Context: an optimization exercise on an open-source flow, tuned for a short achievable clock period and few clock cycles. The choices shown serve that exercise and are no tape-out recipe. Only simulation tests tie the RTL to the original design; equivalence was not proved. Power figures rest on the tool's default switching activity, not on a simulated workload.

==> inputs of try-cedar <==
==> flow/design.v (excerpt) <==
module mips_core (
     input  wire        clk,
     input  wire        rst,
     output wire [31:0] i_addr,
     input  wire [31:0] i_instr_in,
     input  wire [31:0] wbm_dat_i,
     input  wire        wbm_ack_i,
     output wire [31:0] wbm_dat_o,
     output wire        wbm_we_o,
     output wire [3:0]  wbm_sel_o,
     output wire [31:0] wbm_adr_o,
     output wire        wbm_cyc_o,
     output wire        wbm_stb_o
);
==> flow/config.mk <==
export PLATFORM = sky130hd
export DESIGN_NAME = mips_core
export DESIGN_NICKNAME = mips_core
export VERILOG_FILES = /design/flow/design.v
export SDC_FILE = /design/flow/constraint.sdc
export NUM_CORES = 4
export LEC_CHECK = 0
export CAP_MARGIN = 20
export CELL_PAD_IN_SITES_DETAIL_PLACEMENT = 1
export CORE_MARGIN = 2
export CORE_UTILIZATION = 30
export PLACE_DENSITY = 0.4
export SLEW_MARGIN = 20
export TNS_END_PERCENT = 100
==> flow/constraint.sdc <==
create_clock -name core_clock -period 10.0 [get_ports {clk}]
set_input_delay 2.0000 -clock core_clock [delete_from_list [all_inputs] [get_ports {clk}]]
set_output_delay 2.0000 -clock core_clock [all_outputs]
set_load 0.01 [all_outputs]
standard.sh (not shown) runs the stock make flow with config.mk's settings and CLKGATE_MAP_FILE= SYNTH_SCRIPT=/design/flow/synth_recipe.tcl, a recipe that flattens the netlist after the stock synthesis.
==> flow/flow/run.sh <==
#!/bin/bash
# The standard ORFS layout (the standard.sh) of the standard synthesis,
# with timing repair aiming further below the unchanged clock period.
# Each tool's output goes to a log file of its own in the work folder.
set -euo pipefail
bash standard.sh synth > synth_tool.log 2>&1
bash standard.sh finish SETUP_SLACK_MARGIN=7.5 > layout_tool.log 2>&1
==> try-umber: changes against try-cedar <==
==> flow/flow/run.sh (replaced) <==
#!/bin/bash
# The standard ORFS layout (the standard.sh) of the standard synthesis,
# with timing repair aiming further below the unchanged clock period.
# Each tool's output goes to a log file of its own in the work folder.
set -euo pipefail
bash standard.sh synth > synth_tool.log 2>&1
bash standard.sh finish SETUP_SLACK_MARGIN=6.8 > layout_tool.log 2>&1
Settings changed: PLACE_DENSITY 0.4 to 0.45.
==> try-harbor: changes against try-cedar <==
--- a/flow/design.v
+++ b/flow/design.v
@@ -58,35 +58,32 @@
      reg  [31:0] fd_ins;
      reg  [29:0] fd_npc;              
      reg  [31:0] fd_rs_oh, fd_rt_oh, fd_rd_oh;  
      reg         fd_r, fd_imm, fd_lw, fd_sw, fd_beq, fd_j;
      reg  [31:0] e_a, e_op2, e_sd;    
      reg  [31:0] e_an;                
-     reg         e_fa, e_fb, e_fs;    
      reg  [4:0]  e_dest;
      reg         e_wr;                
      reg         e_mem, e_ld, e_ldbusy, e_beq;
      reg  [29:0] e_target;            
-     reg         e_and, e_or, e_xor, e_nor;
-     reg         s_add_ab, s_add_mb, s_add_am, s_add_mm;
-     reg         s_sub_ab, s_sub_mb, s_sub_am;
-     reg         s_slt_ab, s_slt_mb, s_slt_am;
-     reg  [31:0] m_res, m_resn;       
+     reg         e_add, e_sub, e_slt, e_and, e_or, e_xor, e_nor;
      reg  [31:0] m_wd;                
      reg  [4:0]  m_dest;
      reg         m_wr;
      reg         o_valid, o_we, o_ld;
      reg  [31:0] o_adr, o_dat;
+     reg         b_valid, b_we;
+     reg  [31:0] b_adr, b_dat;
      reg  [4:0]  o_dest;
      reg  [31:0] o_ldoh;              
      localparam QN = 4, QB = 2;
      reg  [QN-1:0] q_we;
      reg  [31:0]   q_adr  [0:QN-1];
      reg  [31:0]   q_dat  [0:QN-1];
      reg  [4:0]    q_dest [0:QN-1];
-     reg  [31:0]   q_ldoh [0:QN-1];
+     reg  [QN-1:0] q_ld;              
      reg  [QN-1:0] q_th;              
      reg  [QB-1:0] q_rd, q_wr;
      reg  [31:0]   busy;
      reg         w_valid;
      reg  [31:0] w_data;
      reg  [4:0]  w_dest;
@@ -135,58 +132,36 @@
      wire [31:0] d_dest_oh = fd_r ? fd_rd_oh : fd_rt_oh;
      wire haz_ld  = (d_use_rs && |(fd_rs_oh & busy)) || (d_use_rt && |(fd_rt_oh & busy)) ||
                     (d_writes && |(d_dest_oh & busy));
      wire q_empty = !q_th[0];
      wire q_full  = q_th[QN-1];
      wire stall_e = e_mem && q_full;
-     wire haz_d   = haz_ld;
+     wire haz_e   = e_wr && ((d_use_rs && d_rs == e_dest) || (d_use_rt && d_rt == e_dest));
+     wire haz_d   = haz_ld | haz_e;
      wire stall_d = stall_e | haz_d;
-     wire [31:0] x_a   = e_fa ? m_res : e_a;
-     wire [31:0] x_b   = e_fb ? m_res : e_op2;
-     wire [31:0] x_sd  = e_fs ? m_res : e_sd;
-     wire [31:0] sum_ab, sum_mb, sum_am, diff_ab, diff_mb, diff_am;
-     wire        c_ab, c_mb, c_am;
-     wire [31:0] sum_mm  = {m_res[30:0], 1'b0};
-     ks_add add_ab (.a(e_a),   .b(e_op2),  .cin(1'b0), .sum(sum_ab),  .cout(c_ab));
-     ks_add add_mb (.a(m_res), .b(e_op2),  .cin(1'b0), .sum(sum_mb),  .cout(c_mb));
-     ks_add add_am (.a(e_a),   .b(m_res),  .cin(1'b0), .sum(sum_am),  .cout(c_am));
-     wire [31:0] ndiff_ab, ndiff_mb, ndiff_am;
-     wire        lt_ab, lt_mb, lt_am;
-     ks_add sub_ab (.a(e_an),   .b(e_op2), .cin(1'b0), .sum(ndiff_ab), .cout(lt_ab));
-     ks_add sub_mb (.a(m_resn), .b(e_op2), .cin(1'b0), .sum(ndiff_mb), .cout(lt_mb));
-     ks_add sub_am (.a(e_an),   .b(m_res), .cin(1'b0), .sum(ndiff_am), .cout(lt_am));
-     assign diff_ab = ~ndiff_ab;
-     assign diff_mb = ~ndiff_mb;
-     assign diff_am = ~ndiff_am;
-     wire [31:0] x_addr = e_fa ? sum_mb : sum_ab;
-     wire [31:0] x_res = ({32{s_add_ab}} & sum_ab) |
-                         ({32{s_add_mb}} & sum_mb) |
-                         ({32{s_add_am}} & sum_am) |
-                         ({32{s_add_mm}} & sum_mm) |
-                         ({32{s_sub_ab}} & diff_ab) |
-                         ({32{s_sub_mb}} & diff_mb) |
-                         ({32{s_sub_am}} & diff_am) |
-                         ({32{e_and}} & (x_a & x_b)) |
-                         ({32{e_or }} & (x_a | x_b)) |
-                         ({32{e_xor}} & (x_a ^ x_b)) |
-                         ({32{e_nor}} & ~(x_a | x_b)) |
-                         {31'd0, (s_slt_ab & lt_ab) | (s_slt_mb & lt_mb) | (s_slt_am & lt_am)};
-     wire eq_rr  = (e_a == e_op2);
-     wire eq_mr  = (m_res == e_op2);
-     wire eq_rm  = (e_a == m_res);
-     wire x_eq   = e_fa ? (e_fb ? 1'b1 : eq_mr) : (e_fb ? eq_rm : eq_rr);
-     wire taken  = e_beq && x_eq;
-     wire e_send = e_mem && !q_full;
-     wire n_fa = e_wr && (e_dest == d_rs);
-     wire n_fb = e_wr && (e_dest == d_rt) && !d_op2_imm;
+     wire [31:0] x_sum, nx_diff;
+     wire        x_c, x_lt;
+     ks_add add_i (.a(e_a),  .b(e_op2), .cin(1'b0), .sum(x_sum),   .cout(x_c));
+     ks_add sub_i (.a(e_an), .b(e_op2), .cin(1'b0), .sum(nx_diff), .cout(x_lt));
+     wire [31:0] x_res = ({32{e_add}} & x_sum) |
+                         ({32{e_sub}} & ~nx_diff) |
+                         ({32{e_and}} & (e_a & e_op2)) |
+                         ({32{e_or }} & (e_a | e_op2)) |
+                         ({32{e_xor}} & (e_a ^ e_op2)) |
+                         ({32{e_nor}} & ~(e_a | e_op2)) |
+                         {31'd0, e_slt & x_lt};
+     wire [31:0] x_addr = x_sum;
+     wire [31:0] x_sd   = e_sd;
+     wire        taken  = e_beq && (e_a == e_op2);
+     wire        e_send = e_mem && !q_full;
      wire o_free = !o_valid || wbm_ack_i;
-     assign wbm_cyc_o = o_valid;
-     assign wbm_stb_o = o_valid;
-     assign wbm_we_o  = o_we;
-     assign wbm_adr_o = o_adr;
-     assign wbm_dat_o = o_dat;
+     assign wbm_cyc_o = b_valid;
+     assign wbm_stb_o = b_valid;
+     assign wbm_we_o  = b_we;
+     assign wbm_adr_o = b_adr;
+     assign wbm_dat_o = b_dat;
      assign wbm_sel_o = 4'b1111;
      always @(posedge clk) begin
           if (rst)
                pc <= 30'd0;
           else if (taken)
                pc <= e_target;
@@ -227,67 +202,43 @@
      always @(posedge clk) begin
           if (rst) begin
                e_wr     <= 1'b0;
                e_mem    <= 1'b0;
                e_ldbusy <= 1'b0;
                e_beq    <= 1'b0;
-               e_fa     <= 1'b0;
-               e_fb     <= 1'b0;
-               e_fs     <= 1'b0;
-          end else if (stall_e) begin
-               e_fa     <= 1'b0;
-               e_fb     <= 1'b0;
-               e_fs     <= 1'b0;
-          end else begin
-               e_fa     <= n_fa;
-               e_fb     <= n_fb;
-               e_fs     <= e_wr && (e_dest == d_rt);
+          end else if (!stall_e) begin
                e_wr     <= !haz_d && d_wr;
                e_mem    <= !haz_d && (fd_lw | fd_sw);
                e_ldbusy <= !haz_d && fd_lw && (d_rt != 5'd0);
                e_beq    <= !haz_d && fd_beq;
           end
      end
      always @(posedge clk) begin
-          if (stall_e) begin
-               e_a      <= x_a;
-               e_op2    <= x_b;
-               e_an     <= ~x_a;
-               e_sd     <= x_sd;
-          end else begin
+          if (!stall_e) begin
                e_a      <= d_a;
                e_op2    <= d_op2_imm ? d_se : d_b;
                e_an     <= ~d_a;
                e_sd     <= d_b;
                e_dest   <= d_dest;
                e_ld     <= fd_lw;
                e_target <= fd_npc + d_se[29:0];
-               s_add_ab <= d_add & !n_fa & !n_fb;
-               s_add_mb <= d_add &  n_fa & !n_fb;
-               s_add_am <= d_add & !n_fa &  n_fb;
-               s_add_mm <= d_add &  n_fa &  n_fb;
-               s_sub_ab <= r_sub & !n_fa & !n_fb;
-               s_sub_mb <= r_sub &  n_fa & !n_fb;
-               s_sub_am <= r_sub & !n_fa &  n_fb;
-               s_slt_ab <= d_slt & !n_fa & !n_fb;
-               s_slt_mb <= d_slt &  n_fa & !n_fb;
-               s_slt_am <= d_slt & !n_fa &  n_fb;
+               e_add    <= d_add;
+               e_sub    <= r_sub;
+               e_slt    <= d_slt;
                e_and    <= d_and;
                e_or     <= d_or;
                e_xor    <= d_xor;
                e_nor    <= r_nor;
           end
      end
      always @(posedge clk) begin
           if (rst)
                m_wr <= 1'b0;
           else
                m_wr <= e_wr;
-          m_res  <= x_res;
-          m_resn <= ~x_res;
-          m_wd   <= {32{e_wr}} & x_res;
+          m_wd   <= x_res;
           m_dest <= e_dest;
      end
      wire q_pop  = o_free && !q_empty;
      wire q_push = e_send && !(o_free && q_empty);
      wire [31:0] e_ldoh = e_ldbusy ? (32'd1 << e_dest) : 32'd0;
      always @(posedge clk) begin
@@ -314,18 +265,31 @@
           if (rst)
                busy <= 32'd0;
           else
                busy <= (busy & ~({32{o_valid && wbm_ack_i}} & o_ldoh)) |
                        ((d_go && fd_lw) ? (fd_rt_oh & 32'hFFFF_FFFE) : 32'd0);
      end
+     wire        n_valid = !q_empty | e_send;
+     wire        n_we    = !q_empty ? q_we[q_rd]  : !e_ld;
+     wire [31:0] n_adr   = !q_empty ? q_adr[q_rd] : x_addr;
+     wire [31:0] n_dat   = !q_empty ? q_dat[q_rd] : x_sd;
+     always @(posedge clk) begin
+          if (rst)
+               b_valid <= 1'b0;
+          else
+               b_valid <= o_free ? n_valid : o_valid;
+          b_we  <= o_free ? (n_valid & n_we) : o_we;
+          b_adr <= o_free ? ({32{n_valid}} & n_adr) : o_adr;
+          b_dat <= o_free ? ({32{n_valid}} & n_dat) : o_dat;
+     end
      always @(posedge clk) begin
           if (o_free) begin
                if (!q_empty) begin
                     o_we    <= q_we[q_rd];
-                    o_ld    <= |q_ldoh[q_rd];
-                    o_ldoh  <= q_ldoh[q_rd];
+                    o_ld    <= q_ld[q_rd];
+                    o_ldoh  <= q_ld[q_rd] ? (32'd1 << q_dest[q_rd]) : 32'd0;
                     o_adr   <= q_adr[q_rd];
                     o_dat   <= q_dat[q_rd];
                     o_dest  <= q_dest[q_rd];
                end else begin
                     o_we    <= !e_ld;
                     o_ld    <= e_ldbusy;
@@ -334,13 +298,13 @@
                     o_dat   <= x_sd;
                     o_dest  <= e_dest;
                end
           end
           if (e_send) begin
                q_we[q_wr]   <= !e_ld;
-               q_ldoh[q_wr] <= e_ldoh;
+               q_ld[q_wr]   <= e_ldbusy;
                q_adr[q_wr]  <= x_addr;
                q_dat[q_wr]  <= x_sd;
                q_dest[q_wr] <= e_dest;
           end
      end
      always @(posedge clk) begin
Settings changed: CORE_UTILIZATION 30 to 45, PLACE_DENSITY 0.4 to 0.5.
==> notes <==
Critical path depth: try-umber is higher than try-harbor (10). Die area: try-harbor is smaller than try-cedar (about 40%). Clock power: try-harbor < try-umber < try-cedar. In try-umber the global-route usage is lower than in try-harbor, by 16 points.
Testbench counts of try-cedar, summed over its fixed seeds: cycles 12,949.
Testbench counts of try-umber, summed over its fixed seeds: cycles 12,949.
Testbench counts of try-harbor, summed over its fixed seeds: cycles 13,150.

[port drivers added, routing unchanged]
The results above use ideal ports. As a check the final layouts listed here were re-extracted and re-timed, cells and wires unchanged. Step 1 assumes that a clkbuf_16 drives the clock port and a buf_2 every other input. Step 2 adds t to the input delays and takes it off the output delays; t is the mean of the earliest and latest rising clock arrival at the registers after step 1. Input paths then give back, and output paths get back, about the clock's delay inside the block. Slacks: ideal / step 1 / step 2; pairs: ideal / step 1.
run	t (ns)	setup WS [ns]	clock arrival spread, ns
try-cedar	1.052	6.382 / 6.255 / 6.389	0.088 / 0.089
try-umber	1.018	6.229 / 6.229 / 6.090	0.085 / 0.085
try-harbor	1.035	6.572 / 6.461 / 6.070	0.065 / 0.066
After both steps setup and hold are still met in every run listed. For try-harbor, which loses most, drivers alone change the setup slack by -0.111 ns; drivers and shift together by -0.502 ns.
